This design comes from an exercise in tuning for small area on the open sky130 flow, not from production work.
RTL that was checked went through simulation tests only; none was proved equivalent to the original.
Only the layout flow was run in runs 1 to 6; the RTL was not checked for function there.
Power and IR drop assume default switching activity.

## design/flow/run.sh

```bash
#!/bin/bash
# synth_recipe.tcl (not shown) runs the flow's synth.tcl, then flattens the netlist and writes it again
# the make line also repeats each setting of config.mk as NAME=value (left out here)
make -C /OpenROAD-flow-scripts/flow DESIGN_CONFIG=/design/flow/config.mk WORK_HOME=/design/flow/orfs CLKGATE_MAP_FILE= SYNTH_SCRIPT=/design/flow/synth_recipe.tcl finish
```

## design/flow/config.mk

```make
export PLATFORM = sky130hd
export DESIGN_NAME = top
export DESIGN_NICKNAME = top
export VERILOG_FILES = /design/flow/design.v
export SDC_FILE = /design/flow/constraint.sdc
export NUM_CORES = 4
export LEC_CHECK = 0
export CAP_MARGIN = 20
export CORE_MARGIN = 2
export CORE_UTILIZATION = 40
export CTS_BUF_LIST = sky130_fd_sc_hd__clkbuf_16
export CTS_CLUSTER_DIAMETER = 60
export CTS_CLUSTER_SIZE = 30
export SLEW_MARGIN = 20
```

## design/flow/constraint.sdc

```tcl
create_clock -name core_clock -period 10.0 [get_ports {clk}]
set_input_delay 2.0000 -clock core_clock [delete_from_list [all_inputs] [get_ports {clk}]]
set_output_delay 2.0000 -clock core_clock [all_outputs]
set_load 0.01 [all_outputs]
```

## design/flow/design.v

```verilog
module debounc_1 (
	clk,
	n_rst,
	din,
	rise
);
input clk;
input n_rst;
input din;
output reg rise;
localparam [14:0] LOAD = 15'h2908;
reg [14:0] cnt;
reg din_d1;
reg dout_rdy;
wire restart = din ^ din_d1;
wire idle = ~|cnt;
wire [14:0] cnt_step = {cnt[13:0], ~(cnt[14] ^ cnt[7]) & ~idle};
wire take = idle & ~restart;
always @(posedge clk or negedge n_rst)
	if(!n_rst) begin
		din_d1 <= 1'b0;
		cnt <= 15'h0;
		dout_rdy <= 1'b0;
		rise <= 1'b0;
	end
	else begin
		din_d1 <= din;
		cnt <= restart ? LOAD : cnt_step;
		if (take) dout_rdy <= din;
		rise <= take & din & ~dout_rdy;
	end
endmodule
module debounc_2 (
	clk,
	n_rst,
	din,
	rise
);
input clk;
input n_rst;
input din;
output rise;
localparam [14:0] LOAD = 15'h2908;
reg [14:0] cnt;
reg din_d1;
reg dnext;
reg up;
wire restart = din ^ din_d1;
wire low0 = ~|{cnt[13], cnt[11], cnt[10], cnt[8], cnt[7], cnt[6], cnt[5], cnt[3], cnt[2], cnt[1]};
wire idle = low0 & ~|{cnt[14], cnt[12], cnt[9], cnt[4], cnt[0]};
assign rise = up & low0 & (&{cnt[14], cnt[12], cnt[9], cnt[4], cnt[0]});
wire [14:0] cnt_step = {cnt[13:0], ~(cnt[14] ^ cnt[7]) & ~idle};
wire start = idle & restart;
always @(posedge clk or negedge n_rst)
	if(!n_rst) begin
		din_d1 <= 1'b0;
		cnt <= 15'h0;
		dnext <= 1'b0;
		up <= 1'b0;
	end
	else begin
		din_d1 <= din;
		cnt <= cnt_step | ({15{start}} & LOAD);
		if (start) begin
			dnext <= din;
			up <= din & ~dnext;
		end
	end
endmodule
module debounc_3 (
	clk,
	n_rst,
	din,
	rise
);
input clk;
input n_rst;
input din;
output reg rise;
localparam [14:0] LOAD = 15'h2908;
reg [14:0] cnt;
reg din_d1;
reg dout_rdy;
wire restart = din ^ din_d1;
wire idle = ~|cnt;
wire [14:0] cnt_step = {cnt[13:0], ~(cnt[14] ^ cnt[7]) & ~idle};
wire take = idle & ~restart;
wire start = idle & restart;
always @(posedge clk or negedge n_rst)
	if(!n_rst) begin
		din_d1 <= 1'b0;
		cnt <= 15'h0;
		dout_rdy <= 1'b0;
		rise <= 1'b0;
	end
	else begin
		din_d1 <= din;
		cnt <= cnt_step | ({15{start}} & LOAD);
		if (take) dout_rdy <= din;
		rise <= take & din & ~dout_rdy;
	end
endmodule
module edge_det_p(
    clk,
    n_rst,
    b0,
    b0_on
);
input clk;
input n_rst;
input b0;
output b0_on;
reg b0_d1;
always @(posedge clk or negedge n_rst)
if(!n_rst) begin
    b0_d1 <= 1'b0;
end
else begin
    b0_d1 <= b0;
end
assign b0_on = b0 & ~b0_d1;
endmodule
module led(
  clk,
  n_rst,
  din,
  dout
  );
input clk;
input n_rst;
input din;
output dout;
localparam [19:0] LOAD = 20'haccb;
reg [19:0] counter;
wire idle = ~|counter;
wire [19:0] step = {counter[18:0], ~(counter[19] ^ counter[16]) & ~idle};
always @(posedge clk or negedge n_rst)
  if (!n_rst) counter <= 20'h0;
  else counter <= din ? LOAD : step;
assign dout = ~idle;
endmodule
module doorlock_hdl(
  clk,
  n_rst,
  bt,
  btstar,
  opened
);
input clk;
input n_rst;
input [9:0] bt;
input btstar;
output opened;
parameter S_IDLE = 3'h0;
parameter S_FIRST = 3'h1;
parameter S_SEC = 3'h2;
parameter S_LAST = 3'h3;
parameter S_OPEN = 3'h4;
parameter S_FAKE = 3'h5;
parameter S_IDLE_O = 3'h6;
reg [2:0] c_state, n_state;
wire bt_any = |bt;
always @(posedge clk or negedge n_rst)
  if(!n_rst) c_state <= S_IDLE;
  else c_state <= n_state;
always @(*)
  case (c_state)
    S_IDLE, S_IDLE_O : n_state = bt[1] ? S_FIRST : S_IDLE;
    S_FIRST : n_state = bt[2] ? S_SEC : (btstar | bt_any) ? S_IDLE : S_FIRST;
    S_SEC : n_state = bt[7] ? S_LAST : btstar ? S_IDLE : bt_any ? S_FAKE : S_SEC;
    S_LAST : n_state = btstar ? S_OPEN : bt[7] ? S_LAST : bt_any ? S_FAKE : S_LAST;
    S_OPEN : n_state = S_IDLE_O;
    S_FAKE : n_state = bt[7] ? S_LAST : btstar ? S_IDLE : S_FAKE;
    default : n_state = S_IDLE;
  endcase
assign opened = (c_state == S_IDLE_O);
endmodule
module bd_if(
  clk,
  n_rst,
  bt_i,
  btstar_i,
  led_i,
  bt_o,
  btstar_o,
  led_o
  );
input clk;
input n_rst;
input [9:0] bt_i;
input btstar_i;
input led_i;
output [9:0] bt_o;
output btstar_o;
output led_o;
debounc_1 u_debounc0(.clk(clk), .n_rst(n_rst), .din(bt_i[0]), .rise(bt_o[0]));
debounc_1 u_debounc1(.clk(clk), .n_rst(n_rst), .din(bt_i[1]), .rise(bt_o[1]));
debounc_2 u_debounc2(.clk(clk), .n_rst(n_rst), .din(bt_i[2]), .rise(bt_o[2]));
debounc_2 u_debounc3(.clk(clk), .n_rst(n_rst), .din(bt_i[3]), .rise(bt_o[3]));
debounc_2 u_debounc4(.clk(clk), .n_rst(n_rst), .din(bt_i[4]), .rise(bt_o[4]));
debounc_2 u_debounc5(.clk(clk), .n_rst(n_rst), .din(bt_i[5]), .rise(bt_o[5]));
debounc_3 u_debounc6(.clk(clk), .n_rst(n_rst), .din(bt_i[6]), .rise(bt_o[6]));
debounc_3 u_debounc7(.clk(clk), .n_rst(n_rst), .din(bt_i[7]), .rise(bt_o[7]));
debounc_3 u_debounc8(.clk(clk), .n_rst(n_rst), .din(bt_i[8]), .rise(bt_o[8]));
debounc_3 u_debounc9(.clk(clk), .n_rst(n_rst), .din(bt_i[9]), .rise(bt_o[9]));
edge_det_p u_edgedet_pstar(.clk(clk), .n_rst(n_rst), .b0(~btstar_i), .b0_on(btstar_o));
led u_led(.clk(clk), .n_rst(n_rst), .din(led_i), .dout(led_o));
endmodule
module top(
	clk,
	n_rst,
	bt,
	btstar,
	led
);
input clk;
input n_rst;
input [9:0] bt;
input btstar;
output led;
wire [9:0] bt_w;
wire btstar_w;
wire open_w;
bd_if u_bd_if(
    .clk(clk),
    .n_rst(n_rst),
    .bt_i(bt),
    .btstar_i(btstar),
    .led_i(open_w),
    .bt_o(bt_w),
    .btstar_o(btstar_w),
    .led_o(led)
);
doorlock_hdl u_doorlock(
    .clk(clk),
    .n_rst(n_rst),
    .bt(bt_w),
    .btstar(btstar_w),
    .opened(open_w)
);
endmodule
```

==> flow_summary.json, run 1 <==
{
  "io_pins": 14,
  "grt_start_max_net_pins": 120,
  "dpl_cell_area_mm2": 0.007322,
  "endpoint_kind": "primary output",
  "min_period_over_period_pct": 39.95,
  "cp_slowest_stage_delay_ns": 0.51,
  "cp-start-kind": "register",
  "htree_num_levels": 1,
  "yosysWarnings": 6,
  "max_slew.worst_pin.slew_ns": 0.9105,
  "synth_top_area_share_pct": 73.79,
  "num_vias": 3765,
  "clock_sinks": 204,
  "hold_viol": 0,
  "antenna_cells": 0,
  "coreArea_mm2": 0.01712,
  "dr.first_iter.drc_count": 197,
  "drc": 0,
  "total_leakage_power_nw": 3.373,
  "synthFlopType": "dfrtp_1",
  "synth_area_mm2": 0.006918,
  "regArea_mm2": 0.005105,
  "cts_tree": "done",
  "numPortBuffers": 13,
  "synth_area_leaders": "dfrtp_1 74%, nor4_1 3.3%, and2_1 3.2%",
  "gp_congestion": 0.7878,
  "grt_pass1_vias": 3918,
  "syn_avg_cell_area_um2": 13.62,
  "maxSlewHeadroom_pct": 39.30,
  "worstPathArrival_ns": 2.00,
  "hold_path.class": "register to register",
  "crit_fanout": 2,
  "cp_slowest_cell": "clkdlybuf4s50_1",
  "layout_common_cells": "204 x dfrtp_1, 36 x nor4_1, 35 x and2_1",
  "design_area_mm2": 0.007843,
  "critPathKind": "register to primary output",
  "fill_cells": 1539,
  "layout-drive-gt1-share_pct": 7.948,
  "placement_rows": 48,
  "power-per-cell-area_mw_per_mm2": 266.9,
  "start_util_pct": 40.42,
  "ir_worst_vdd_uv": 137.4,
  "overflow": 0,
  "synth_cells": 508,
  "cp_cell_sequence": "nor4_1 > nand3_1 > nand3b_1 > clkdlybuf4s50_1",
  "antenna_found_initial": 0,
  "cap_viol_max_count": 0,
  "die_area_mm2": 0.01836,
  "cts_buffers": 14,
  "seq_area_frac_synth_pct": 73.79,
  "fp.dieH_um": 135.5,
  "fmax_ghz": 0.2503,
  "place_hpwl_um": 6998,
  "clock_latency_ns": 0.48,
  "cts_buffer_depth": 3,
  "synth_cell_type_count": 37,
  "nets": 546,
  "clock-root-buffer": "clkbuf_16",
  "fin_crit_ns": 3.995,
  "multi_input_area_mm2": 0.001749,
  "syn_nets": 521,
  "utilization_pct": 45.82,
  "synthArstFlopShare_pct": 100.0,
  "crit_family": "simple AND/OR/NAND/NOR gates",
  "synth.ff_latch_count": 204,
  "path_clk_slew_ns": 0.10,
  "cp.buffers_inverters": 1,
  "grtUsageTotal_pct": 12.63,
  "worstPathRequired_ns": 8.00,
  "rsz0062_at_grt": "no",
  "via_per_inst": 4.915,
  "layout.cells.most_common": "dfrtp_1",
  "cts_resized": 0,
  "hold_buffers": 0,
  "fp.dieW_um": 135.5,
  "synth_edf_count": 0,
  "finalPower_mw": 2.093,
  "setup_viol": 0,
  "holdWs_ns": 0.3810,
  "final_max_slew_viol_count": 0,
  "totalWireLength_um": 10770,
  "status": "finished clean",
  "cts_setup_buffers": 0,
  "grt_pass1_wl_um": 18930,
  "synth.largest_area_cell": "dfrtp_1",
  "dr.pass1.iters": 4,
  "areaGrowthSynthToFinish_pct": 13.37,
  "clock_skew_ns": 0.01765,
  "fin_setup_tns_ns": 0,
  "wl_per_cell_um": 14.05,
  "ant_nets": 0
}
## cells in the mapped netlist, types with 5 or more instances
| master | n |
|---|---|
| or2_2 | 16 |
| xnor2_1 | 13 |
| xor2_1 | 8 |
| nand2_1 | 23 |
| o21ai_0 | 13 |
| and2_1 | 35 |
| dfrtp_1 | 204 |
| nor2b_1 | 5 |
| nand2b_1 | 34 |
| nor2_1 | 25 |
| a21oi_1 | 6 |
| nand3_1 | 6 |
| nor3_1 | 14 |
| inv_1 | 12 |
| nand4_1 | 10 |
| nor4_1 | 36 |
| clkbuf_1 | 5 |
| and3b_1 | 6 |
## routing by layer
metal  track usage [%]  wire length [um]
met5                 0                 0
met3             2.694               267
met4             3.530               240
met1             18.75              5386
met2             18.98              4871
## state kept, by name, indices dropped and copies added, names as in the netlist, 3 cells and up
name and count:
u_bd_if.u_debounc8.cnt 15, u_bd_if.u_debounc0.cnt 15, u_bd_if.u_debounc2.cnt 15, u_bd_if.u_debounc9.cnt 15, u_bd_if.u_debounc7.cnt 15, u_bd_if.u_debounc5.cnt 15, u_bd_if.u_debounc6.cnt 15, u_bd_if.u_debounc3.cnt 15
u_doorlock.c_state 3, u_bd_if.u_led.counter 20, u_bd_if.u_debounc4.cnt 15, u_bd_if.u_debounc1.cnt 15
## layout make-up
| class | instances | share of cell area, % |
|---|---|---|
| Timing Repair Buffer | 14 | 1.851 |
| Clock buffer | 15 | 4.786 |
| Multi-Input combinational cell | 287 | 22.30 |
| Tap cell | 225 | 3.590 |
| Clock inverter | 9 | 1.803 |
| Sequential cell | 204 | 65.09 |
| Inverter | 12 | 0.5743 |
## worst register-to-register path, stage by stage (launching register included)
cell	delay [ns]
dfrtp_1	0.49
or4_1	0.57
nor3_2	0.24
o31ai_1	0.15
or2_1	0.29
a211o_1	0.27
## logic make-up (layout without fill, tap and decap cells)
family	after synthesis	in the layout	share of synthesized area, %
and+or+nand+nor	226	226	18.94
DFF	204	204	73.79
AOI/OAI and AO/OA	40	40	3.690
xor gates and xnor gates	21	21	2.659
buffers and inverters	17	50	0.9224
## worst paths after layout
path                                      startpoint                         end  slack [ns]  cells after the start
setup reg to reg             u_bd_if.u_debounc7.rise       u_doorlock.c_state[2]        7.89                      5
hold reg to reg            u_bd_if.u_debounc4.cnt[6]   u_bd_if.u_debounc4.cnt[7]        0.38                      0
max in group asynchronous                      n_rst  u_bd_if.u_debounc7.cnt[10]        7.07                      2
hold / removal             u_bd_if.u_debounc4.cnt[6]   u_bd_if.u_debounc4.cnt[7]        0.38                      0
min in group asynchronous                      n_rst  u_bd_if.u_debounc1.cnt[13]        1.63                      1
setup / recovery            u_bd_if.u_led.counter[2]                         led        6.00                      4
## per-stage QoR
stage,setup slack [ns],cells
after floorplan,7.092,508
after global placement,6.231,742
after detailed placement,6.158,742
after CTS,5.988,766
after global routing,5.866,766
final,6.005,766
## power by group
| part | switching, mW | internal (mW) | total [mW] |
|---|---|---|---|
| registers | 0.168 | 1.08 | 1.25 |
| clock network | 0.326 | 0.307 | 0.633 |
| logic | 0.0933 | 0.116 | 0.209 |
| total | 0.587 | 1.51 | 2.09 |
==> run 2: changes to the inputs <==
--- a/design/flow/config.mk
+++ b/design/flow/config.mk
@@ -8,7 +8,7 @@
 export CAP_MARGIN = 20
 export CORE_MARGIN = 2
 export CORE_UTILIZATION = 40
-export CTS_BUF_LIST = sky130_fd_sc_hd__clkbuf_16
-export CTS_CLUSTER_DIAMETER = 60
-export CTS_CLUSTER_SIZE = 30
+export CTS_BUF_LIST = sky130_fd_sc_hd__clkbuf_8
+export CTS_CLUSTER_DIAMETER = 50
+export CTS_CLUSTER_SIZE = 16
 export SLEW_MARGIN = 20
==> flow_summary.json, run 2 <==
{
  "cap_viol_max_count": 0,
  "overflow": 0,
  "placement_rows": 48,
  "r2r_start": "u_bd_if.u_debounc7.rise",
  "design_area_mm2": 0.007699,
  "clock_sinks": 204,
  "fp.dieW_um": 135.5,
  "layout_common_cells": "204 x dfrtp_1, 36 x nor4_1, 35 x and2_1",
  "rsz0062_at_grt": "no",
  "clock_skew_ns": 0.01471,
  "synth_area_mm2": 0.006918,
  "synth.most_common_cell": "dfrtp_1",
  "synthFlopType": "dfrtp_1",
  "cp-start-kind": "register",
  "hp-start": "u_bd_if.u_debounc4.cnt[5]",
  "clock-root-buffer": "clkbuf_8",
  "largest_register_ffs": 20,
  "startpoint": "u_bd_if.u_led.counter[2]",
  "ir_worst_vdd_uv": 122.0,
  "layout-drive-gt1-share_pct": 8.958,
  "synth_top_family_by_area": "simple AND/OR/NAND/NOR gates",
  "endpoint_kind": "primary output",
  "totalWireLength_um": 10800,
  "seq_area_frac_synth_pct": 73.79,
  "maxSlewHeadroom_pct": 38.84,
  "worstPathRequired_ns": 8.00,
  "grt_pass1_vias": 3975,
  "path_clk_slew_ns": 0.09,
  "antenna_cells": 0,
  "grt_start_max_net_pins": 120,
  "synth_compound_area_share_pct": 3.690,
  "cts_buffers": 19,
  "cts_tree": "done",
  "die_area_mm2": 0.01836,
  "syn_avg_cell_area_um2": 13.62,
  "start_util_pct": 40.42,
  "wl_per_cell_um": 13.99,
  "synth_top_area_share_pct": 73.79,
  "synth_cell_type_count": 37,
  "syn_nets": 521,
  "ant_nets": 0,
  "power-per-cell-area_mw_per_mm2": 253.1,
  "synthArstFlopShare_pct": 100.0,
  "max_slew.worst_pin.slew_ns": 0.9173,
  "synth_xor_area_share_pct": 2.659,
  "nets": 551,
  "critPathKind": "register to primary output",
  "drc": 0,
  "synth-simple-area-share_pct": 18.94,
  "fin_crit_ns": 4.012,
  "hold_path.class": "register to register",
  "via_per_inst": 4.938,
  "synth_cells": 508,
  "layout.cells.most_common": "dfrtp_1",
  "numPortBuffers": 13,
  "crit_fanout": 2,
  "worstPathArrival_ns": 2.01,
  "areaGrowthSynthToFinish_pct": 11.29,
  "synth.ff_latch_count": 204,
  "cts_buffer_depth": 3,
  "yosysWarnings": 6,
  "num_vias": 3812,
  "synth.mux.area_fraction_pct": 0,
  "synth.largest_area_cell": "dfrtp_1",
  "gp_congestion": 0.7878,
  "final_max_slew_viol_count": 0,
  "fmax_ghz": 0.2492,
  "cts_setup_buffers": 0,
  "grt_pass1_wl_um": 18920,
  "cts_resized": 0,
  "clock_latency_ns": 0.51,
  "setup_viol": 0,
  "place_hpwl_um": 6998,
  "antenna_found_initial": 0,
  "hold_viol": 0,
  "io_pins": 14,
  "status": "finished clean",
  "dr.pass1.iters": 4,
  "synth_fa_ha_area_share_pct": 0,
  "fin_setup_tns_ns": 0,
  "synth_area_leaders": "dfrtp_1 74%, nor4_1 3.3%, and2_1 3.2%",
  "hold_buffers": 0,
  "synth_commonest_cells": "204 x dfrtp_1, 36 x nor4_1, 35 x and2_1",
  "dpl_cell_area_mm2": 0.007322,
  "holdWs_ns": 0.3701,
  "min_period_over_period_pct": 40.12,
  "largest-register": "u_bd_if.u_led.counter",
  "fp.dieH_um": 135.5,
  "grtUsageTotal_pct": 12.64,
  "dr.first_iter.drc_count": 195,
  "htree_num_levels": 1,
  "coreArea_mm2": 0.01712,
  "total_leakage_power_nw": 3.316,
  "synth_edf_count": 0
}
==> run 2: changes by cell type in the layout (fill, tap and decap cells not counted), sizes merged <==
cell,delta
clkinv,+4
inv,-5
clkbuf,+7
==> run 2: worst paths after layout <==
path | slack, ns | endpoint | cells past startpoint
worst min-delay path | 0.37 | u_bd_if.u_debounc4.cnt[6] | 0
worst max register to register | 7.90 | u_doorlock.c_state[0] | 5
worst max-delay path | 5.99 | led | 4
max in group asynchronous | 7.11 | u_bd_if.u_debounc8.dout_rdy | 2
worst min register to register | 0.37 | u_bd_if.u_debounc4.cnt[6] | 0
min in group asynchronous | 1.60 | u_bd_if.u_debounc1.cnt[13] | 1
==> run 2: final cells by class <==
class,instances,area [um^2]
timing repair buffer,14,145.1
clock inverter,8,70.07
multi-input combinational,287,1749
fill,1561,9418
tap,225,281.5
clock buffer,22,302.8
sequential,204,5105
inverter,12,45.04
==> run 2: power breakdown <==
part,switching (mW),total [mW],internal (mW)
Sequential,0.168,1.25,1.08
Clock,0.277,0.488,0.211
Combinational,0.0935,0.210,0.116
==> run 2: kinds of logic (layout without fill, tap and decap cells) <==
logic type	after synthesis	count (layout)
compound gates	40	40
simple gates	226	226
xor+xnor	21	21
flops	204	204
buf+inv	17	56
==> run 2: critical path: stages, from the launching register on <==
cell             delay, ns
dfrtp_1               0.39
nor4_1                0.30
nand3_1               0.10
nand3b_1              0.21
clkdlybuf4s50_1       0.51
==> run 2: metrics by stage <==
stage	setup slack, ns	util [%]	std cells	power (mW)
6_report	5.988	44.98	772	1.949
5_1_grt	5.830	44.98	772	2.073
4_1_cts	5.957	44.96	772	1.976
3_5_place_dp	6.158	42.78	742	1.477
3_3_place_gp	6.231	42.78	742	1.461
2_1_floorplan	7.092	-	508	1.373
==> run 2: layer usage <==
layer | part of all wire (%) | up-vias | GRT usage (%)
li1 | - | 1793 | -
met1 | 49 | 1951 | 18.44
met2 | 45 | 42 | 18.92
met3 | 3.0 | 26 | 2.619
met4 | 2.7 | 0 | 4.572
met5 | 0 | - | 0
==> run 3: changes to the inputs <==
--- a/design/flow/config.mk
+++ b/design/flow/config.mk
@@ -9,6 +9,6 @@
 export CORE_MARGIN = 2
 export CORE_UTILIZATION = 40
 export CTS_BUF_LIST = sky130_fd_sc_hd__clkbuf_8
-export CTS_CLUSTER_DIAMETER = 50
-export CTS_CLUSTER_SIZE = 16
+export CTS_CLUSTER_DIAMETER = 40
+export CTS_CLUSTER_SIZE = 12
 export SLEW_MARGIN = 20
==> flow_summary.json, run 3 <==
{
  "grt_pass1_vias": 4002,
  "start_util_pct": 40.42,
  "cts_resized": 0,
  "grtUsageTotal_pct": 12.80,
  "utilization_pct": 45.52,
  "layout-drive-gt1-share_pct": 10.57,
  "drc": 0,
  "power-per-cell-area_mw_per_mm2": 258.7,
  "dr_wl_met2_um": 4883,
  "synth.largest_area_cell": "dfrtp_1",
  "max_slew.worst_pin.slew_ns": 0.9260,
  "clock-root-buffer": "clkbuf_8",
  "die_area_mm2": 0.01836,
  "yosysWarnings": 6,
  "dr.first_iter.drc_count": 198,
  "cp_slowest_cell": "clkdlybuf4s50_1",
  "path_clk_slew_ns": 0.07,
  "place_inst": 742,
  "hold_viol": 0,
  "cap_viol_max_count": 0,
  "crit_family": "simple AND/OR/NAND/NOR gates",
  "critPathKind": "register to primary output",
  "total_leakage_power_nw": 3.372,
  "synth_cell_type_count": 37,
  "synth_cells": 508,
  "htree_num_levels": 1,
  "fp.dieH_um": 135.5,
  "startpoint": "u_bd_if.u_led.counter[2]",
  "totalWireLength_um": 11000,
  "fin_crit_ns": 4.062,
  "antenna_found_initial": 0,
  "routed-wl-met3_um": 370,
  "syn_avg_cell_area_um2": 13.62,
  "dpl_cell_area_mm2": 0.007322,
  "rsz0062_at_grt": "no",
  "layout.cells.most_common": "dfrtp_1",
  "fp.dieW_um": 135.5,
  "ir_worst_vdd_uv": 116.9,
  "cp_cell_sequence": "nor4_1 > nand3_1 > nand3b_1 > clkdlybuf4s50_1",
  "met1_length_um": 5460,
  "synth.most_common_cell": "dfrtp_1",
  "place_hpwl_um": 6998,
  "cts_buffer_depth": 3,
  "ff2ff_path_depth": 5,
  "r2r_slack_ns": 7.90,
  "holdWs_ns": 0.3718,
  "synth_top_area_share_pct": 73.79,
  "cp.buffers_inverters": 1,
  "worstPathArrival_ns": 2.06,
  "synth.ff_latch_count": 204,
  "min_period_over_period_pct": 40.62,
  "clock_skew_ns": 0.01708,
  "clock_sinks": 204,
  "fmax_ghz": 0.2462,
  "synth_area_mm2": 0.006918,
  "syn_nets": 521,
  "placement_rows": 48,
  "design_area_mm2": 0.007791,
  "setup_viol": 0,
  "dr.pass1.iters": 4,
  "grt_pass1_wl_um": 19190,
  "clock_latency_ns": 0.52,
  "synthFlopType": "dfrtp_1",
  "r2r-end": "u_doorlock.c_state[0]",
  "crit_cells": 4,
  "status": "finished clean",
  "areaGrowthSynthToFinish_pct": 12.62,
  "hold_buffers": 0,
  "seq_area_frac_synth_pct": 73.79,
  "stdcell_count": 783,
  "cts_buffers": 25,
  "largest-register": "u_bd_if.u_led.counter",
  "antenna_cells": 0,
  "nets": 557,
  "endpoint_kind": "primary output",
  "largest_register_ffs": 20,
  "layout_common_cells": "204 x dfrtp_1, 36 x nor4_1, 35 x and2_1",
  "num_vias": 3835,
  "synth_commonest_cells": "204 x dfrtp_1, 36 x nor4_1, 35 x and2_1",
  "hold_path.class": "register to register",
  "cts_setup_buffers": 0,
  "coreArea_mm2": 0.01712,
  "io_pins": 14,
  "final_max_slew_viol_count": 0,
  "synthArstFlopShare_pct": 100.0,
  "synth_edf_count": 0,
  "worstPathRequired_ns": 8.00,
  "r2r_start": "u_bd_if.u_debounc7.rise",
  "gp_congestion": 0.7878,
  "crit_fanout": 2,
  "fin_setup_tns_ns": 0,
  "maxSlewHeadroom_pct": 38.27,
  "cp_slowest_stage_delay_ns": 0.51,
  "synth_area_leaders": "dfrtp_1 74%, nor4_1 3.3%, and2_1 3.2%",
  "ant_nets": 0,
  "min_delay_path_depth": 0,
  "cts_tree": "done",
  "grt_start_max_net_pins": 120,
  "critPathCapture": "led",
  "numPortBuffers": 13,
  "overflow": 0,
  "cp-start-kind": "register",
  "via_per_inst": 4.898,
  "route.top_layer_used": "met4",
  "wl_per_cell_um": 14.04
}
==> run 3: cell count changes in the layout (fill, tap and decap cells not counted), sizes merged <==
| cell | change |
|---|---|
| clkinv | +3 |
| inv | +1 |
| clkbuf | +6 |
| clkinvlp | +1 |
==> run 3: worst min path at each step <==
stage	startpoint	endpoint	slack, ns
after floorplan	u_bd_if.u_debounc5.cnt[13]	u_bd_if.u_debounc5.cnt[14]	0.35
after global placement	u_bd_if.u_debounc9.cnt[13]	u_bd_if.u_debounc9.cnt[14]	0.36
after detailed placement	u_bd_if.u_debounc8.cnt[5]	u_bd_if.u_debounc8.cnt[6]	0.36
after CTS	u_bd_if.u_debounc6.cnt[0]	u_bd_if.u_debounc6.cnt[1]	0.38
after global routing	u_bd_if.u_debounc4.cnt[8]	u_bd_if.u_debounc4.cnt[9]	0.38
final	u_bd_if.u_debounc8.cnt[8]	u_bd_if.u_debounc8.cnt[9]	0.37
==> run 3: kinds of logic after synthesis <==
group                  share of synthesized area, %
AND/OR/NAND/NOR                               18.94
flip-flops                                    73.79
AO/OA/AOI/OAI                                 3.690
XOR/XNOR                                      2.659
buffers and inverters                        0.9224
==> run 3: final cells by class <==
| type | count | area (um^2) |
|---|---|---|
| fill | 1555 | 9325 |
| sequential | 204 | 5105 |
| multi-input combinational | 287 | 1749 |
| clock buffer | 28 | 385.4 |
| tap | 225 | 281.5 |
| timing repair buffer | 14 | 145.1 |
| clock inverter | 13 | 80.08 |
| inverter | 12 | 45.04 |
==> run 3: worst reg2reg max path: stages, from the launching register on <==
cell	delay, ns
dfrtp_1	0.48
or4_1	0.56
nor3_2	0.23
o31ai_1	0.15
or2_1	0.29
a311o_1	0.27
==> run 3: routing by layer <==
layer	vias up	GRT usage [%]
met1	1952	18.81
met2	45	18.78
met4	0	4.340
met3	21	3.143
met5	-	0
li1	1817	-
==> run 3: through the flow <==
step / total power, mW / worst slack [ns]
after CTS: 2.048 / 5.874
after global routing: 2.145 / 5.775
final: 2.015 / 5.938
after floorplan: 1.373 / 7.092
after detailed placement: 1.477 / 6.158
after global placement: 1.461 / 6.231
==> run 3: report_power, final <==
group	switching, mW	internal [mW]
Sequential	0.168	1.08
Combinational	0.0934	0.116
Clock	0.290	0.263
Total	0.552	1.46
==> run 4: changes to the inputs <==
==> design/flow/flow/run.sh (new file) <==
#!/bin/bash
# The standard layout (standard.sh), with two changes made through the ORFS
# variables it reads: the port buffers are the smallest buffer, and clock tree
# synthesis inserts no dummy loads and uses clkbuf_8 in small clusters.
set -euo pipefail
export BUFFER_PORTS_ARGS="-buffer_cell sky130_fd_sc_hd__buf_1"
export CTS_ARGS="-sink_clustering_enable -repair_clock_nets -dont_use_dummy_load -buf_list sky130_fd_sc_hd__clkbuf_8 -sink_clustering_size 16 -sink_clustering_max_diameter 50"
bash standard.sh > standard.log 2>&1
==> design/flow/standard.sh (new file) <==
#!/bin/bash
# synth_recipe.tcl (not shown) runs the flow's synth.tcl, then flattens the netlist and writes it again
# the make line also repeats each setting of config.mk as NAME=value (left out here)
make -C /OpenROAD-flow-scripts/flow DESIGN_CONFIG=/design/flow/config.mk WORK_HOME=/design/flow/orfs CLKGATE_MAP_FILE= SYNTH_SCRIPT=/design/flow/synth_recipe.tcl "${@:-finish}"
--- a/design/flow/config.mk
+++ b/design/flow/config.mk
@@ -8,7 +8,4 @@
 export CAP_MARGIN = 20
 export CORE_MARGIN = 2
 export CORE_UTILIZATION = 40
-export CTS_BUF_LIST = sky130_fd_sc_hd__clkbuf_8
-export CTS_CLUSTER_DIAMETER = 40
-export CTS_CLUSTER_SIZE = 12
 export SLEW_MARGIN = 20
removed: design/flow/run.sh
==> flow_summary.json, run 4 <==
{
  "finalPower_mw": 1.858,
  "cp-start-kind": "input pin",
  "path_clk_slew_ns": 0.09,
  "clock_latency_ns": 0.49,
  "cts_buffer_depth": 3,
  "fin_setup_tns_ns": 0,
  "synth_edf_count": 0,
  "dr.pass1.iters": 4,
  "synth_cells": 508,
  "synth.largest_area_cell": "dfrtp_1",
  "place_hpwl_um": 7294,
  "crit_fanout": 72,
  "final_max_slew_viol_count": 0,
  "die_area_mm2": 0.01836,
  "fin_crit_ns": 3.845,
  "worstPathRequired_ns": 10.49,
  "total_leakage_power_nw": 3.222,
  "stdcell_count": 761,
  "synthArstFlopShare_pct": 100.0,
  "syn_avg_cell_area_um2": 13.62,
  "synthFlopType": "dfrtp_1",
  "grt_pass1_vias": 4016,
  "totalWireLength_um": 11020,
  "io_pins": 14,
  "setup_viol": 0,
  "min_delay_path_depth": 0,
  "synth_cell_type_count": 37,
  "synth_area_mm2": 0.006918,
  "ir_worst_vdd_uv": 105.2,
  "min_period_over_period_pct": 38.45,
  "syn_nets": 521,
  "grtUsageTotal_pct": 13.23,
  "regArea_mm2": 0.005105,
  "max_slew.worst_pin.slew_ns": 0.9170,
  "start_util_pct": 40.42,
  "layout_common_cells": "204 x dfrtp_1, 36 x nor4_1, 35 x and2_1",
  "largest-register": "u_bd_if.u_led.counter",
  "fmax_ghz": 0.2601,
  "critPathKind": "input pin to async pin",
  "overflow": 0,
  "synth.ff_latch_count": 204,
  "synth_area_leaders": "dfrtp_1 74%, nor4_1 3.3%, and2_1 3.2%",
  "cap_viol_max_count": 0,
  "r2r_start": "u_bd_if.u_debounc7.rise",
  "place_inst": 743,
  "utilization_pct": 43.79,
  "num_vias": 3744,
  "ant_nets": 0,
  "hold_buffers": 0,
  "worstPathArrival_ns": 4.34,
  "fp.dieH_um": 135.5,
  "drc": 0,
  "hold_viol": 0,
  "multi_input_area_mm2": 0.001749,
  "rsz0062_at_grt": "no",
  "cts_setup_buffers": 0,
  "fp.dieW_um": 135.5,
  "dr.first_iter.drc_count": 148,
  "fill_cells": 1563,
  "endpoint_kind": "async pin",
  "areaGrowthSynthToFinish_pct": 8.356,
  "nets": 551,
  "coreArea_mm2": 0.01712,
  "gp_congestion": 0.7568,
  "clock_skew_ns": 0.03118,
  "placement_rows": 48,
  "grt_start_max_net_pins": 73,
  "cts_buffers": 18,
  "status": "finished clean",
  "cts_tree": "done",
  "power-per-cell-area_mw_per_mm2": 247.9,
  "layout-drive-gt1-share_pct": 7.090,
  "via_per_inst": 4.920,
  "ff2ff_path_depth": 5,
  "cts_resized": 0,
  "seq_area_frac_synth_pct": 73.79,
  "startpoint": "n_rst",
  "wl_per_cell_um": 14.48,
  "htree_num_levels": 1,
  "antenna_found_initial": 0,
  "grt_pass1_wl_um": 19670,
  "antenna_cells": 0,
  "clock_sinks": 204,
  "synth_commonest_cells": "204 x dfrtp_1, 36 x nor4_1, 35 x and2_1",
  "synth.most_common_cell": "dfrtp_1",
  "yosysWarnings": 6,
  "numPortBuffers": 13,
  "layout.cells.most_common": "dfrtp_1",
  "clock-root-buffer": "clkbuf_8",
  "synth_top_area_share_pct": 73.79,
  "maxSlewHeadroom_pct": 38.86,
  "hold_path.class": "register to register",
  "hp-start": "u_bd_if.u_debounc5.cnt[5]",
  "largest_register_ffs": 20
}
-- run 4: changes by cell type in the layout (fill, tap and decap cells not counted) --
cell	change
clkbuf_8	-11
clkdlybuf4s50_1	-12
buf_1	+12
inv_6	-3
clkbuf_4	+1
clkinv_2	-7
clkinvlp_4	-2
inv_1	-1
buf_4	+2
buf_6	-1
-- run 4: power breakdown --
group / leakage, nW / switching, mW / internal (mW)
Sequential: 2.36 / 0.168 / 1.08
Clock: 0.129 / 0.238 / 0.162
Combinational: 0.728 / 0.0939 / 0.113
-- run 4: cells by family (layout without fill, tap and decap cells) --
logic type	count (synthesis)	in the layout	share of synthesized area, %
and+or+nand+nor	226	226	18.94
DFF	204	204	73.79
AOI/OAI and AO/OA	40	40	3.690
xor gates and xnor gates	21	21	2.659
buffers and inverters	17	45	0.9224
-- run 4: critical path, cell delays in order --
cell	delay [ns]
clkbuf_4	0.70
buf_4	0.75
buf_4	0.77
-- run 4: area by class of cell --
cell class,instances,area share [%]
Clock buffer,18,3.305
Inverter,12,0.6009
Multi-Input combinational cell,287,23.34
Sequential cell,204,68.10
Tap cell,225,3.756
Timing Repair Buffer,15,0.9014
-- run 4: worst paths after layout --
path | slack (ns) | endpoint
max | 6.15 | u_bd_if.u_led.counter[8]
min | 0.36 | u_bd_if.u_debounc5.cnt[6]
max reg2reg | 7.95 | u_doorlock.c_state[2]
min reg2reg | 0.36 | u_bd_if.u_debounc5.cnt[6]
max in group core_clock | 6.41 | led
min in group asynchronous | 1.65 | u_bd_if.u_debounc6.cnt[6]
-- run 4: stage by stage --
step                hold WS (ns)  area (um^2)  worst slack [ns]
global placement          0.3570         7248             5.614
finish                    0.3593         7496             6.155
detailed placement        0.3614         7248             5.528
global route              0.3534         7496             5.656
CTS                       0.3507         7496             5.991
floorplan                 0.3540         6918             7.092
-- run 4: metal layers --
metal / track usage [%] / wire (um) / up-vias / part of all wire (%)
li1: - / - / 1800 / -
met1: 18.37 / 5359 / 1880 / 49
met2: 21.12 / 4979 / 42 / 45
met3: 2.432 / 332 / 22 / 3.0
met4: 4.688 / 346 / 0 / 3.1
met5: 0 / 0 / - / 0
==> run 5: changes to the inputs <==
--- a/design/flow/design.v
+++ b/design/flow/design.v
@@ -39,16 +39,14 @@
 input clk;
 input n_rst;
 input din;
-output rise;
+output reg rise;
 localparam [14:0] LOAD = 15'h2908;
 reg [14:0] cnt;
 reg din_d1;
 reg dnext;
 reg up;
 wire restart = din ^ din_d1;
-wire low0 = ~|{cnt[13], cnt[11], cnt[10], cnt[8], cnt[7], cnt[6], cnt[5], cnt[3], cnt[2], cnt[1]};
-wire idle = low0 & ~|{cnt[14], cnt[12], cnt[9], cnt[4], cnt[0]};
-assign rise = up & low0 & (&{cnt[14], cnt[12], cnt[9], cnt[4], cnt[0]});
+wire idle = ~|cnt;
 wire [14:0] cnt_step = {cnt[13:0], ~(cnt[14] ^ cnt[7]) & ~idle};
 wire start = idle & restart;
 always @(posedge clk or negedge n_rst)
@@ -57,14 +55,14 @@
 		cnt <= 15'h0;
 		dnext <= 1'b0;
 		up <= 1'b0;
+		rise <= 1'b0;
 	end
 	else begin
 		din_d1 <= din;
 		cnt <= cnt_step | ({15{start}} & LOAD);
-		if (start) begin
-			dnext <= din;
-			up <= din & ~dnext;
-		end
+		if (start) dnext <= din;
+		up <= start & din & ~dnext;
+		rise <= up;
 	end
 endmodule
 module debounc_3 (
@@ -153,11 +151,11 @@
 output opened;
 parameter S_IDLE = 3'h0;
 parameter S_FIRST = 3'h1;
-parameter S_SEC = 3'h2;
-parameter S_LAST = 3'h3;
+parameter S_SEC = 3'h3;
+parameter S_LAST = 3'h6;
 parameter S_OPEN = 3'h4;
-parameter S_FAKE = 3'h5;
-parameter S_IDLE_O = 3'h6;
+parameter S_FAKE = 3'h2;
+parameter S_IDLE_O = 3'h5;
 reg [2:0] c_state, n_state;
 wire bt_any = |bt;
 always @(posedge clk or negedge n_rst)
==> design/flow/flow/run.sh (replaced) <==
#!/bin/bash
# The standard layout (standard.sh), with two changes made through the ORFS
# variables it reads: the port buffers are the smallest buffer, and clock tree
# synthesis inserts no dummy loads and uses small clusters.
set -euo pipefail
export BUFFER_PORTS_ARGS="-buffer_cell sky130_fd_sc_hd__buf_1"
export CTS_ARGS="-sink_clustering_enable -repair_clock_nets -dont_use_dummy_load -buf_list {sky130_fd_sc_hd__clkbuf_8} -sink_clustering_size 16 -sink_clustering_max_diameter 50"
bash standard.sh > standard.log 2>&1
==> flow_summary.json, run 5 <==
{
  "num_vias": 3366,
  "synth_area_mm2": 0.006733,
  "syn_avg_cell_area_um2": 14.67,
  "status": "finished clean",
  "largest_register_ffs": 20,
  "maxSlewHeadroom_pct": 37.58,
  "gp_congestion": 0.7788,
  "via_per_inst": 4.754,
  "fin_crit_ns": 3.641,
  "totalWireLength_um": 9761,
  "wl_per_cell_um": 13.79,
  "grt_pass1_wl_um": 17320,
  "antenna_cells": 0,
  "synth.most_common_cell": "dfrtp_1",
  "synth.mux.area_fraction_pct": 0,
  "r2r-end": "u_bd_if.u_debounc0.cnt[0]",
  "cts_buffer_depth": 3,
  "cts_resized": 0,
  "grtUsageTotal_pct": 11.78,
  "fin_setup_tns_ns": 0,
  "synth-simple-area-share_pct": 16.61,
  "power_frac_comb_pct": 8.1,
  "place_inst": 690,
  "r2r_start": "u_bd_if.u_debounc0.din_d1",
  "coreArea_mm2": 0.01652,
  "synth_commonest_cells": "208 x dfrtp_1, 41 x nor4_1, 36 x and2_1",
  "r2r_slack_ns": 8.51,
  "grt_start_max_net_pins": 74,
  "synthFlopType": "dfrtp_1",
  "layout-drive-gt1-share_pct": 8.197,
  "place_hpwl_um": 6301,
  "synth_compound_area_share_pct": 2.713,
  "cts_setup_buffers": 0,
  "endpoint_kind": "primary output",
  "hold_viol": 0,
  "clock-root-buffer": "clkbuf_8",
  "clock_skew_ns": 0.03551,
  "final_max_slew_viol_count": 0,
  "worstPathRequired_ns": 8.00,
  "seq_area_frac_synth_pct": 77.31,
  "synth_xor_area_share_pct": 2.862,
  "synth.ff_latch_count": 208,
  "io_pins": 14,
  "areaGrowthSynthToFinish_pct": 8.549,
  "clock_sinks": 208,
  "stdcell_count": 708,
  "synth_top_family_by_area": "simple AND/OR/NAND/NOR gates",
  "die_area_mm2": 0.01789,
  "synth.largest_area_cell": "dfrtp_1",
  "dr.pass1.iters": 4,
  "fmax_ghz": 0.2747,
  "layout_common_cells": "208 x dfrtp_1, 41 x nor4_1, 36 x and2_1",
  "syn_nets": 472,
  "fp.dieH_um": 133.7,
  "startpoint": "u_bd_if.u_led.counter[6]",
  "nets": 503,
  "start_util_pct": 40.74,
  "htree_num_levels": 1,
  "largest-register": "u_bd_if.u_led.counter",
  "fp.dieW_um": 133.7,
  "crit_fanout": 2,
  "dpl_cell_area_mm2": 0.007061,
  "cts_tree": "done",
  "design_area_mm2": 0.007308,
  "synthArstFlopShare_pct": 100.0,
  "layout.cells.most_common": "dfrtp_1",
  "synth_area_leaders": "dfrtp_1 77%, nor4_1 3.8%, and2_1 3.3%",
  "antenna_found_initial": 0,
  "synth_fa_ha_area_share_pct": 0,
  "hold_path.class": "register to register",
  "placement_rows": 47,
  "total_leakage_power_nw": 3.260,
  "power-per-cell-area_mw_per_mm2": 229.5,
  "p_seq_share_pct": 68.2,
  "finalPower_mw": 1.677,
  "setup_viol": 0,
  "p_clk_share_pct": 23.7,
  "cap_viol_max_count": 0,
  "hold_buffers": 0,
  "intPower_mw": 1.270,
  "power_switching_mw": 0.4076,
  "ir_worst_vdd_uv": 122.9,
  "synth_cells": 459,
  "synth_edf_count": 0,
  "synth_cell_type_count": 29,
  "synth_top_area_share_pct": 77.31,
  "overflow": 0,
  "min_period_over_period_pct": 36.41,
  "critPathKind": "register to primary output",
  "clock_latency_ns": 0.48,
  "worstPathArrival_ns": 1.64,
  "critPathCapture": "led",
  "yosysWarnings": 6,
  "grt_pass1_vias": 3584,
  "path_clk_slew_ns": 0.09,
  "cts_buffers": 18,
  "drc": 0,
  "max_slew.worst_pin.slew_ns": 0.9297,
  "rsz0062_at_grt": "no",
  "ff2ff_path_depth": 2,
  "ant_nets": 0,
  "numPortBuffers": 13,
  "p_sw_share_pct": 24.30,
  "cp-start-kind": "register",
  "dr.first_iter.drc_count": 193
}
[run 5: cell types whose count changed after synthesis, sizes merged, moves of 6 or more]
cell,change
nand2b,-17
nand2,-10
inv,-7
xnor2,+8
nor2,-9
and3b,-6
or2,+15
xor2,-7
[run 5: power by group through the flow]
stage          logic (mW)  registers [mW]  clock network, mW
2_1_floorplan       0.102            1.12                  0
3_3_place_gp        0.133            1.16                  0
3_5_place_dp        0.138            1.16                  0
4_1_cts             0.139            1.15              0.420
5_1_grt             0.155            1.17              0.457
6_report            0.136            1.14              0.397
[run 5: how the worst min path moves through the flow]
stage	startpoint	end	slack, ns	cells past startpoint
after floorplan	u_bd_if.u_debounc2.up	u_bd_if.u_debounc2.rise	0.33	0
after global placement	u_bd_if.u_debounc5.up	u_bd_if.u_debounc5.rise	0.34	0
after detailed placement	u_bd_if.u_debounc4.up	u_bd_if.u_debounc4.rise	0.33	0
after CTS	u_bd_if.u_debounc4.cnt[9]	u_bd_if.u_debounc4.cnt[10]	0.34	0
after global routing	u_bd_if.u_debounc9.cnt[9]	u_bd_if.u_debounc9.cnt[10]	0.35	0
final	u_bd_if.u_debounc4.cnt[9]	u_bd_if.u_debounc4.cnt[10]	0.34	0
[run 5: through the flow]
stage	hold slack, ns	setup slack, ns	utilization [%]
finish	0.3372	6.359	44.23
global route	0.3501	6.223	44.23
CTS	0.3436	6.313	44.23
detailed placement	0.3347	6.301	42.73
global placement	0.3352	6.358	42.73
floorplan	0.3312	7.131	-
[run 5: final cells by class]
type | count | area, um^2
Inverter | 5 | 18.77
Sequential cell | 208 | 5205
Multi-Input combinational cell | 242 | 1494
Timing Repair Buffer | 15 | 67.56
Tap cell | 220 | 275.3
Clock buffer | 18 | 247.7
Fill cell | 1440 | 9216
[run 5: critical path, cell delays in order, from the launching register on]
cell and delay [ns]:
dfrtp_1 0.39, nor4_1 0.31, and3_1 0.21, nand3_1 0.10
buf_1 0.15
[run 5: cell families after synthesis]
| kind of cell | Yosys count |
|---|---|
| flip-flops | 208 |
| AND/OR/NAND/NOR | 193 |
| XOR/XNOR | 22 |
| AO/OA/AOI/OAI | 27 |
| buffers and inverters | 9 |
[run 5: layer usage]
| layer | global-route usage (%) | routed length [um] | vias up |
|---|---|---|---|
| met3 | 2.854 | 349 | 15 |
| met2 | 17.92 | 4395 | 40 |
| met5 | 0 | 0 | - |
| li1 | - | - | 1612 |
| met1 | 17.01 | 4826 | 1699 |
| met4 | 3.428 | 189 | 0 |
==> run 6: changes to the inputs <==
==> design/flow/flow/run.sh (replaced) <==
#!/bin/bash
# The standard layout (standard.sh), with two changes made through the ORFS
# variables it reads: the port buffers are the smallest buffer, and clock tree
# synthesis inserts no dummy loads and uses small clusters.
set -euo pipefail
export BUFFER_PORTS_ARGS="-buffer_cell sky130_fd_sc_hd__buf_1"
export CTS_ARGS="-sink_clustering_enable -repair_clock_nets -dont_use_dummy_load -buf_list {sky130_fd_sc_hd__clkbuf_4} -sink_clustering_size 10 -sink_clustering_max_diameter 40"
bash standard.sh > standard.log 2>&1
==> flow_summary.json, run 6 <==
{
  "status": "finished clean",
  "nets": 513,
  "wl_per_cell_um": 13.77,
  "maxSlewHeadroom_pct": 37.64,
  "max_slew.worst_pin.slew_ns": 0.9287,
  "worstPathArrival_ns": 1.77,
  "largest_register_ffs": 20,
  "synth_area_mm2": 0.006733,
  "cp_slowest_stage_delay_ns": 0.39,
  "design_area_mm2": 0.007273,
  "place_hpwl_um": 6301,
  "cp_cell_sequence": "nor4_1 > and3_1 > nand3_1 > buf_1",
  "numPortBuffers": 13,
  "seq_area_frac_synth_pct": 77.31,
  "cts_buffer_depth": 3,
  "synthFlopType": "dfrtp_1",
  "hold_path.class": "register to register",
  "ir_worst_vdd_uv": 107.9,
  "layout.cells.most_common": "dfrtp_1",
  "areaGrowthSynthToFinish_pct": 8.028,
  "critPathKind": "register to primary output",
  "path_clk_slew_ns": 0.10,
  "rsz0062_at_grt": "no",
  "largest-register": "u_bd_if.u_led.counter",
  "power-per-cell-area_mw_per_mm2": 227.4,
  "hold_viol": 0,
  "fin_crit_ns": 3.768,
  "cp_slowest_cell": "dfrtp_1",
  "placement_rows": 47,
  "syn_avg_cell_area_um2": 14.67,
  "yosysWarnings": 6,
  "clock_latency_ns": 0.62,
  "grt_start_max_net_pins": 74,
  "total_leakage_power_nw": 3.259,
  "io_pins": 14,
  "synth_edf_count": 0,
  "cp-start-kind": "register",
  "drc": 0,
  "synth.largest_area_cell": "dfrtp_1",
  "grt_pass1_wl_um": 17570,
  "hold_buffers": 0,
  "crit_family": "simple AND/OR/NAND/NOR gates",
  "die_area_mm2": 0.01789,
  "min_period_over_period_pct": 37.68,
  "htree_num_levels": 1,
  "crit_fanout": 2,
  "via_per_inst": 4.775,
  "synth_top_area_share_pct": 77.31,
  "stdcell_count": 719,
  "num_vias": 3433,
  "fin_setup_tns_ns": 0,
  "antenna_found_initial": 1,
  "cts_tree": "done",
  "utilization_pct": 44.01,
  "layout_common_cells": "208 x dfrtp_1, 41 x nor4_1, 36 x and2_1",
  "cts_setup_buffers": 0,
  "grtUsageTotal_pct": 11.96,
  "synth_cell_type_count": 29,
  "coreArea_mm2": 0.01652,
  "overflow": 0,
  "endpoint_kind": "primary output",
  "syn_nets": 472,
  "synth_commonest_cells": "208 x dfrtp_1, 41 x nor4_1, 36 x and2_1",
  "ant_nets": 0,
  "cp.buffers_inverters": 1,
  "cts_resized": 0,
  "worstPathRequired_ns": 8.00,
  "dr.first_iter.drc_count": 178,
  "cts_buffers": 28,
  "place_inst": 690,
  "fp.dieH_um": 133.7,
  "synth.ff_latch_count": 208,
  "clock-root-buffer": "clkbuf_4",
  "synth_area_leaders": "dfrtp_1 77%, nor4_1 3.8%, and2_1 3.3%",
  "fmax_ghz": 0.2654,
  "final_max_slew_viol_count": 0,
  "start_util_pct": 40.74,
  "grt_pass1_vias": 3668,
  "dr.pass1.iters": 4,
  "fp.dieW_um": 133.7,
  "layout-drive-gt1-share_pct": 10.04,
  "dpl_cell_area_mm2": 0.007061,
  "setup_viol": 0,
  "synthArstFlopShare_pct": 100.0,
  "totalWireLength_um": 9901,
  "cap_viol_max_count": 0,
  "synth.most_common_cell": "dfrtp_1",
  "clock_skew_ns": 0.04763,
  "gp_congestion": 0.7788,
  "synth_cells": 459,
  "clock_sinks": 208
}
run 6: stage by stage:
stage,hold slack (ns),power [mW],setup WS (ns)
final,0.3464,1.654,6.232
after global routing,0.3446,1.760,6.073
after CTS,0.3473,1.681,6.162
after detailed placement,0.3347,1.298,6.301
after global placement,0.3352,1.289,6.358
after floorplan,0.3312,1.225,7.131
run 6: where the power goes:
group / total [mW] / leakage, nW / internal [mW] / switching [mW]
Clock: 0.374 / 0.129 / 0.128 / 0.246
Sequential: 1.14 / 2.53 / 1.03 / 0.113
Combinational: 0.136 / 0.601 / 0.0761 / 0.0598
Total: 1.65 / 3.26 / 1.24 / 0.418
run 6: area by class of cell:
cell class	count	area, um^2
fillers	1448	9251
flip-flops and latches	208	5205
multi-input cells	242	1494
well taps	220	275.3
clock buffers	28	210.2
repair buffers	15	67.56
inverters	5	18.77
diodes	1	2.502
run 6: kinds of logic (layout without fill, tap and decap cells):
| family | after synthesis | in the layout | synth area share, % |
|---|---|---|---|
| xor+xnor | 22 | 22 | 2.862 |
| other cells | 0 | 1 | 0 |
| compound gates | 27 | 27 | 2.713 |
| simple gates | 193 | 193 | 16.61 |
| flops | 208 | 208 | 77.31 |
| buf+inv | 9 | 48 | 0.5017 |
run 6: path summary, 6_finish.rpt:
path / depth (start not counted) / endpoint / slack, ns / from
worst min register to register: 0 / u_bd_if.u_debounc3.cnt[14] / 0.35 / u_bd_if.u_debounc3.cnt[13]
worst min-delay path: 0 / u_bd_if.u_debounc3.cnt[14] / 0.35 / u_bd_if.u_debounc3.cnt[13]
worst max-delay path: 4 / led / 6.23 / u_bd_if.u_led.counter[6]
max in group asynchronous: 2 / u_bd_if.u_debounc1.cnt[11] / 7.00 / n_rst
min in group asynchronous: 1 / u_bd_if.u_debounc8.cnt[0] / 1.53 / n_rst
worst max register to register: 2 / u_bd_if.u_debounc0.cnt[0] / 8.50 / u_bd_if.u_debounc0.din_d1
run 6: worst reg2reg max path, stage by stage (launching register included):
cell     delay, ns
dfrtp_1       0.41
xnor2_1       0.75
and3_1        0.28
run 6: routing by layer:
layer,share of wire (%),track usage (%),routed length [um]
met3,3.8,3.196,379
met1,49,16.85,4810
met2,45,18.09,4459
met5,0,0,0
met4,2.5,4.196,251
==> run 7: changes to the inputs <==
--- a/design/flow/design.v
+++ b/design/flow/design.v
@@ -7,27 +7,26 @@
 input clk;
 input n_rst;
 input din;
-output reg rise;
-localparam [14:0] LOAD = 15'h2908;
+output rise;
+localparam [14:0] LOAD = 15'h1484;
 reg [14:0] cnt;
 reg din_d1;
-reg dout_rdy;
+reg dout_d1;
 wire restart = din ^ din_d1;
-wire idle = ~|cnt;
+wire idle = ~|cnt[13:0];
+wire zero = idle & ~cnt[14];
 wire [14:0] cnt_step = {cnt[13:0], ~(cnt[14] ^ cnt[7]) & ~idle};
-wire take = idle & ~restart;
+assign rise = zero & din_d1 & ~dout_d1;
 always @(posedge clk or negedge n_rst)
 	if(!n_rst) begin
 		din_d1 <= 1'b0;
 		cnt <= 15'h0;
-		dout_rdy <= 1'b0;
-		rise <= 1'b0;
+		dout_d1 <= 1'b0;
 	end
 	else begin
 		din_d1 <= din;
 		cnt <= restart ? LOAD : cnt_step;
-		if (take) dout_rdy <= din;
-		rise <= take & din & ~dout_rdy;
+		if (zero) dout_d1 <= din_d1;
 	end
 endmodule
 module debounc_2 (
@@ -74,28 +73,26 @@
 input clk;
 input n_rst;
 input din;
-output reg rise;
-localparam [14:0] LOAD = 15'h2908;
+output rise;
+localparam [14:0] LOAD = 15'h1484;
 reg [14:0] cnt;
 reg din_d1;
-reg dout_rdy;
+reg dout_d1;
 wire restart = din ^ din_d1;
-wire idle = ~|cnt;
+wire idle = ~|cnt[13:0];
+wire zero = idle & ~cnt[14];
 wire [14:0] cnt_step = {cnt[13:0], ~(cnt[14] ^ cnt[7]) & ~idle};
-wire take = idle & ~restart;
-wire start = idle & restart;
+assign rise = zero & din_d1 & ~dout_d1;
 always @(posedge clk or negedge n_rst)
 	if(!n_rst) begin
 		din_d1 <= 1'b0;
 		cnt <= 15'h0;
-		dout_rdy <= 1'b0;
-		rise <= 1'b0;
+		dout_d1 <= 1'b0;
 	end
 	else begin
 		din_d1 <= din;
-		cnt <= cnt_step | ({15{start}} & LOAD);
-		if (take) dout_rdy <= din;
-		rise <= take & din & ~dout_rdy;
+		cnt <= cnt_step | ({15{idle & restart}} & LOAD);
+		if (zero) dout_d1 <= din_d1;
 	end
 endmodule
 module edge_det_p(
--- a/design/flow/config.mk
+++ b/design/flow/config.mk
@@ -7,5 +7,5 @@
 export LEC_CHECK = 0
 export CAP_MARGIN = 20
 export CORE_MARGIN = 2
-export CORE_UTILIZATION = 40
+export CORE_UTILIZATION = 70
 export SLEW_MARGIN = 20
==> flow_summary.json, run 7 <==
{
  "status": "finished clean",
  "synth_area_mm2": 0.006613,
  "io_pins": 14,
  "antenna_cells": 0,
  "nets": 496,
  "die_area_mm2": 0.01024,
  "syn_nets": 459,
  "startpoint": "u_bd_if.u_led.counter[2]",
  "crit_fanout": 2,
  "hp-start": "u_bd_if.u_debounc3.cnt[8]",
  "clock_sinks": 202,
  "place_hpwl_um": 6464,
  "drc": 0,
  "rsz0062_at_grt": "no",
  "cp-start-kind": "register",
  "power_frac_comb_pct": 8.6,
  "htree_num_levels": 1,
  "clock_skew_ns": 0.04855,
  "setup_viol": 0,
  "synth.ff_latch_count": 202,
  "grtUsageTotal_pct": 21.19,
  "holdWs_ns": 0.3306,
  "synth_area_leaders": "dfrtp_1 76%, and2_1 3.2%, nor4_1 3.1%",
  "via_per_inst": 5.659,
  "layout-drive-gt1-share_pct": 15.38,
  "hold_path.class": "register to register",
  "fmax_ghz": 0.2693,
  "path_clk_slew_ns": 0.10,
  "total_leakage_power_nw": 3.137,
  "layout_common_cells": "202 x dfrtp_1, 34 x and2_1, 33 x nor4_1",
  "p_clk_share_pct": 20.9,
  "overflow": 0,
  "synthArstFlopShare_pct": 100.0,
  "areaGrowthSynthToFinish_pct": 5.676,
  "layout.cells.most_common": "dfrtp_1",
  "seq_area_frac_synth_pct": 76.44,
  "start_util_pct": 71.90,
  "r2r_slack_ns": 8.01,
  "ff2ff_path_depth": 6,
  "maxSlewHeadroom_pct": 40.09,
  "critPathCapture": "led",
  "cts_setup_buffers": 0,
  "synth_cell_type_count": 33,
  "grt_pass1_wl_um": 17110,
  "synth.most_common_cell": "dfrtp_1",
  "p_seq_share_pct": 70.5,
  "clock_latency_ns": 0.58,
  "worstPathArrival_ns": 1.71,
  "synth_cells": 446,
  "power_switching_mw": 0.4306,
  "hold_buffers": 0,
  "max_slew.worst_pin.slew_ns": 0.8923,
  "synth_edf_count": 0,
  "placement_rows": 35,
  "synth_commonest_cells": "202 x dfrtp_1, 34 x and2_1, 33 x nor4_1",
  "synth.largest_area_cell": "dfrtp_1",
  "power-per-cell-area_mw_per_mm2": 236.7,
  "final_max_slew_viol_count": 0,
  "antenna_found_initial": 0,
  "hold_viol": 0,
  "worstPathRequired_ns": 8.00,
  "largest-register": "u_bd_if.u_led.counter",
  "intPower_mw": 1.223,
  "critPathKind": "register to primary output",
  "ir_worst_vdd_uv": 153.4,
  "dr.first_iter.drc_count": 180,
  "fp.dieH_um": 101.2,
  "dr.pass1.iters": 4,
  "num_vias": 3350,
  "syn_avg_cell_area_um2": 14.83,
  "cts_buffers": 25,
  "numPortBuffers": 13,
  "min_period_over_period_pct": 37.13,
  "cap_viol_max_count": 0,
  "endpoint_kind": "primary output",
  "r2r-end": "u_doorlock.c_state[0]",
  "ant_nets": 0,
  "fp.dieW_um": 101.2,
  "grt_start_max_net_pins": 76,
  "fin_crit_ns": 3.713,
  "cts_resized": 0,
  "p_sw_share_pct": 26.03,
  "synthFlopType": "dfrtp_1",
  "fin_setup_tns_ns": 0,
  "grt_pass1_vias": 3589,
  "largest_register_ffs": 20,
  "wl_per_cell_um": 16.63,
  "yosysWarnings": 6,
  "synth_top_area_share_pct": 76.44,
  "coreArea_mm2": 0.009196,
  "clock-root-buffer": "clkbuf_4",
  "cts_buffer_depth": 3,
  "r2r_start": "u_bd_if.u_debounc1.cnt[9]",
  "totalWireLength_um": 9846,
  "cts_tree": "done",
  "gp_congestion": 0.7449,
  "finalPower_mw": 1.654
}
[run 7: logic make-up (layout without fill, tap and decap cells)]
family | after synthesis | in the layout | share of synthesized area [%]
buffers and inverters | 11 | 46 | 0.6244
and+or+nand+nor | 187 | 187 | 17.26
AOI/OAI and AO/OA | 18 | 18 | 1.741
DFF | 202 | 202 | 76.44
muxes | 6 | 6 | 1.022
xor gates and xnor gates | 22 | 22 | 2.914
[run 7: how the worst min path moves through the flow]
stage	depth (start not counted)	to	slack, ns
2_1_floorplan	0	u_bd_if.u_debounc2.rise	0.33
3_3_place_gp	0	u_bd_if.u_debounc2.rise	0.33
3_5_place_dp	0	u_bd_if.u_debounc5.rise	0.34
4_1_cts	0	u_bd_if.u_debounc3.cnt[9]	0.33
5_1_grt	0	u_bd_if.u_debounc3.cnt[9]	0.34
6_report	0	u_bd_if.u_debounc3.cnt[9]	0.33
[run 7: cell type report]
| cell class | instances | area [um^2] |
|---|---|---|
| inverter | 6 | 22.52 |
| clock buffer | 25 | 187.7 |
| tap | 111 | 138.9 |
| timing repair buffer | 15 | 67.56 |
| fill | 574 | 2208 |
| sequential | 202 | 5055 |
| multi-input combinational | 233 | 1516 |
[run 7: per-layer routing]
layer | share of wire [%] | vias up | global-route usage (%)
met4 | 1.8 | 0 | 6.445
met3 | 3.4 | 16 | 4.141
met2 | 46 | 41 | 32.04
met5 | 0 | - | 0
met1 | 49 | 1700 | 32.32
li1 | - | 1593 | -
[run 7: metrics by stage]
step	setup WS [ns]	instances	util (%)	instance area (um^2)
floorplan	7.092	446	-	6613
global placement	6.474	567	73.95	6800
detailed placement	6.438	567	73.95	6800
CTS	6.243	592	75.99	6988
global route	6.096	592	75.99	6988
finish	6.287	592	75.99	6988
[run 7: worst max-delay path, cell delays in order (launching register included)]
cell and delay [ns]:
dfrtp_1 0.39, nor4_1 0.29, nand3_1 0.10, nand3b_1 0.19
buf_1 0.15
[run 7: power by group through the flow]
stage	Clock, mW	Combinational [mW]	Sequential [mW]
after global placement	0	0.137	1.17
after CTS	0.358	0.145	1.17
final	0.345	0.143	1.17
after detailed placement	0	0.144	1.18
after floorplan	0	0.107	1.13
after global routing	0.396	0.161	1.19
==> run 8: changes to the inputs <==
--- a/design/flow/config.mk
+++ b/design/flow/config.mk
@@ -7,5 +7,5 @@
 export LEC_CHECK = 0
 export CAP_MARGIN = 20
 export CORE_MARGIN = 2
-export CORE_UTILIZATION = 70
+export CORE_UTILIZATION = 40
 export SLEW_MARGIN = 20
==> flow_summary.json, run 8 <==
{
  "status": "finished clean",
  "die_area_mm2": 0.01758,
  "synth.most_common_cell": "dfrtp_1",
  "yosysWarnings": 6,
  "cp-start-kind": "register",
  "max_slew.worst_pin.slew_ns": 0.8936,
  "place_hpwl_um": 6346,
  "fin_crit_ns": 3.754,
  "cts_tree": "done",
  "clock_skew_ns": 0.04542,
  "seq_area_frac_synth_pct": 76.44,
  "layout-drive-gt1-share_pct": 15.73,
  "r2r_slack_ns": 8.15,
  "maxSlewHeadroom_pct": 40.43,
  "synth_area_mm2": 0.006613,
  "min_period_over_period_pct": 37.54,
  "placement_rows": 47,
  "min_delay_path_depth": 0,
  "fmax_ghz": 0.2664,
  "r2r-end": "u_doorlock.c_state[0]",
  "layout.cells.most_common": "dfrtp_1",
  "largest_register_ffs": 20,
  "cts_buffer_depth": 3,
  "r2r_start": "u_bd_if.u_debounc7.cnt[2]",
  "place_inst": 676,
  "endpoint_kind": "primary output",
  "antenna_found_initial": 1,
  "hp-start": "u_bd_if.u_debounc4.up",
  "start_util_pct": 40.45,
  "setup_viol": 0,
  "path_clk_slew_ns": 0.10,
  "io_pins": 14,
  "cp_cell_sequence": "nor4_1 > nand3_1 > nand3b_1 > buf_1",
  "ir_worst_vdd_uv": 73.48,
  "cp.buffers_inverters": 1,
  "final_max_slew_viol_count": 0,
  "layout_common_cells": "202 x dfrtp_1, 34 x and2_1, 33 x nor4_1",
  "num_vias": 3374,
  "cts_setup_buffers": 0,
  "multi_input_area_mm2": 0.001516,
  "synth_commonest_cells": "202 x dfrtp_1, 34 x and2_1, 33 x nor4_1",
  "synthFlopType": "dfrtp_1",
  "fill_cells": 1517,
  "ff2ff_path_depth": 6,
  "cap_viol_max_count": 0,
  "crit_fanout": 2,
  "synth_edf_count": 0,
  "cts_resized": 0,
  "rsz0062_at_grt": "no",
  "cts_buffers": 27,
  "synth_cell_type_count": 33,
  "numPortBuffers": 13,
  "nets": 498,
  "syn_nets": 459,
  "synth.ff_latch_count": 202,
  "grt_pass1_wl_um": 17150,
  "totalWireLength_um": 9695,
  "power-per-cell-area_mw_per_mm2": 231.7,
  "drc": 0,
  "clock_sinks": 202,
  "synth_area_leaders": "dfrtp_1 76%, and2_1 3.2%, nor4_1 3.1%",
  "dr.pass1.iters": 4,
  "dr.first_iter.drc_count": 168,
  "cp_slowest_cell": "dfrtp_1",
  "grtUsageTotal_pct": 11.72,
  "regArea_mm2": 0.005055,
  "clock_latency_ns": 0.60,
  "syn_avg_cell_area_um2": 14.83,
  "total_leakage_power_nw": 3.147,
  "via_per_inst": 4.793,
  "ant_nets": 0,
  "fp.dieW_um": 132.6,
  "cp_slowest_stage_delay_ns": 0.39,
  "clock-root-buffer": "clkbuf_4",
  "fin_setup_tns_ns": 0,
  "synthArstFlopShare_pct": 100.0,
  "fp.dieH_um": 132.6,
  "stdcell_count": 704,
  "htree_num_levels": 1,
  "synth_top_area_share_pct": 76.44,
  "min_to": "u_bd_if.u_debounc4.rise",
  "critPathKind": "register to primary output",
  "hold_viol": 0,
  "hold_buffers": 0,
  "overflow": 0,
  "crit_family": "simple AND/OR/NAND/NOR gates",
  "areaGrowthSynthToFinish_pct": 8.061,
  "grt_pass1_vias": 3676,
  "worstPathRequired_ns": 8.00,
  "wl_per_cell_um": 13.77,
  "synth_cells": 446,
  "largest-register": "u_bd_if.u_led.counter",
  "gp_congestion": 0.7082,
  "coreArea_mm2": 0.01635,
  "worstPathArrival_ns": 1.75,
  "synth.largest_area_cell": "dfrtp_1",
  "hold_path.class": "register to register",
  "grt_start_max_net_pins": 93
}
==> run 8: routing by layer <==
layer / part of all wire, % / GRT usage, %
met4: 1.4 / 3.584
met5: 0 / 0
met3: 3.8 / 2.682
met2: 48 / 18.97
met1: 46 / 15.92
==> run 8: how the worst max path moves through the flow <==
| stage | startpoint | to | slack, ns | cells past startpoint |
|---|---|---|---|---|
| final | u_bd_if.u_led.counter[6] | led | 6.25 | 4 |
| after global routing | u_bd_if.u_led.counter[6] | led | 6.08 | 4 |
| after CTS | u_bd_if.u_led.counter[6] | led | 6.18 | 4 |
| after detailed placement | n_rst | u_bd_if.u_led.counter[0] | 6.41 | 2 |
| after global placement | n_rst | u_bd_if.u_debounc5.cnt[11] | 6.49 | 2 |
| after floorplan | u_bd_if.u_led.counter[2] | led | 7.09 | 3 |
==> run 8: cell families after synthesis <==
family | share of synthesized area [%]
compound gates | 1.741
xor+xnor | 2.914
buf+inv | 0.6244
flops | 76.44
mux | 1.022
simple gates | 17.26
==> run 8: report_power, final <==
group	switching, mW	internal (mW)
registers	0.131	1.03
logic	0.0605	0.0800
clock network	0.232	0.124
==> run 8: worst reg2reg max path, stage by stage (launching register included) <==
cell     delay, ns
dfrtp_1       0.40
nor4_2        0.33
nand4_2       0.21
nor4b_4       0.43
nor3_1        0.13
nand2_1       0.13
o32ai_1       0.09
==> run 8: metrics by stage <==
| step | setup WS (ns) | power [mW] | area (um^2) | hold slack (ns) | util [%] |
|---|---|---|---|---|---|
| after global placement | 6.489 | 1.307 | 6937 | 0.3349 | 42.43 |
| after CTS | 6.179 | 1.686 | 7139 | 0.3539 | 43.67 |
| after global routing | 6.078 | 1.766 | 7146 | 0.3570 | 43.71 |
| final | 6.246 | 1.656 | 7146 | 0.3546 | 43.71 |
| after detailed placement | 6.413 | 1.320 | 6937 | 0.3395 | 42.43 |
| after floorplan | 7.092 | 1.240 | 6613 | 0.3312 | - |
==> run 8: area by class of cell <==
class	instances	area share, %
diodes	1	0.03502
clock buffers	27	2.837
inverters	6	0.3152
multi-input cells	233	21.22
flip-flops and latches	202	70.74
well taps	220	3.852
repair buffers	15	0.9981

separate check: timing with driven ports:
The results above use ideal ports. As a check the final layouts listed here were re-extracted and re-timed, cells and wires unchanged.
Step 1 assumes that a clkbuf_16 drives the clock port and a buf_2 every other input.
Step 2 also shifts input and output timing later by t, the mid clock arrival at the registers, as if the neighbouring blocks saw the same clock.
Slacks: no drivers / after step 1 / after step 2; pairs: no drivers / after step 1.
run	shift t [ns]	setup slack, ns
run 1	0.514	6.005 / 5.964 / 6.472
run 2	0.537	5.988 / 5.952 / 6.461
run 3	0.545	5.938 / 5.902 / 6.447
run 4	0.514	6.155 / 6.169 / 5.655
run 5	0.501	6.359 / 6.325 / 6.377
run 6	0.633	6.232 / 6.198 / 6.372
run 7	0.591	6.287 / 6.254 / 6.528
run 8	0.611	6.246 / 6.213 / 6.710
After both steps setup and hold are still met in every run listed. The worst setup slack also covers recovery checks on asynchronous resets.
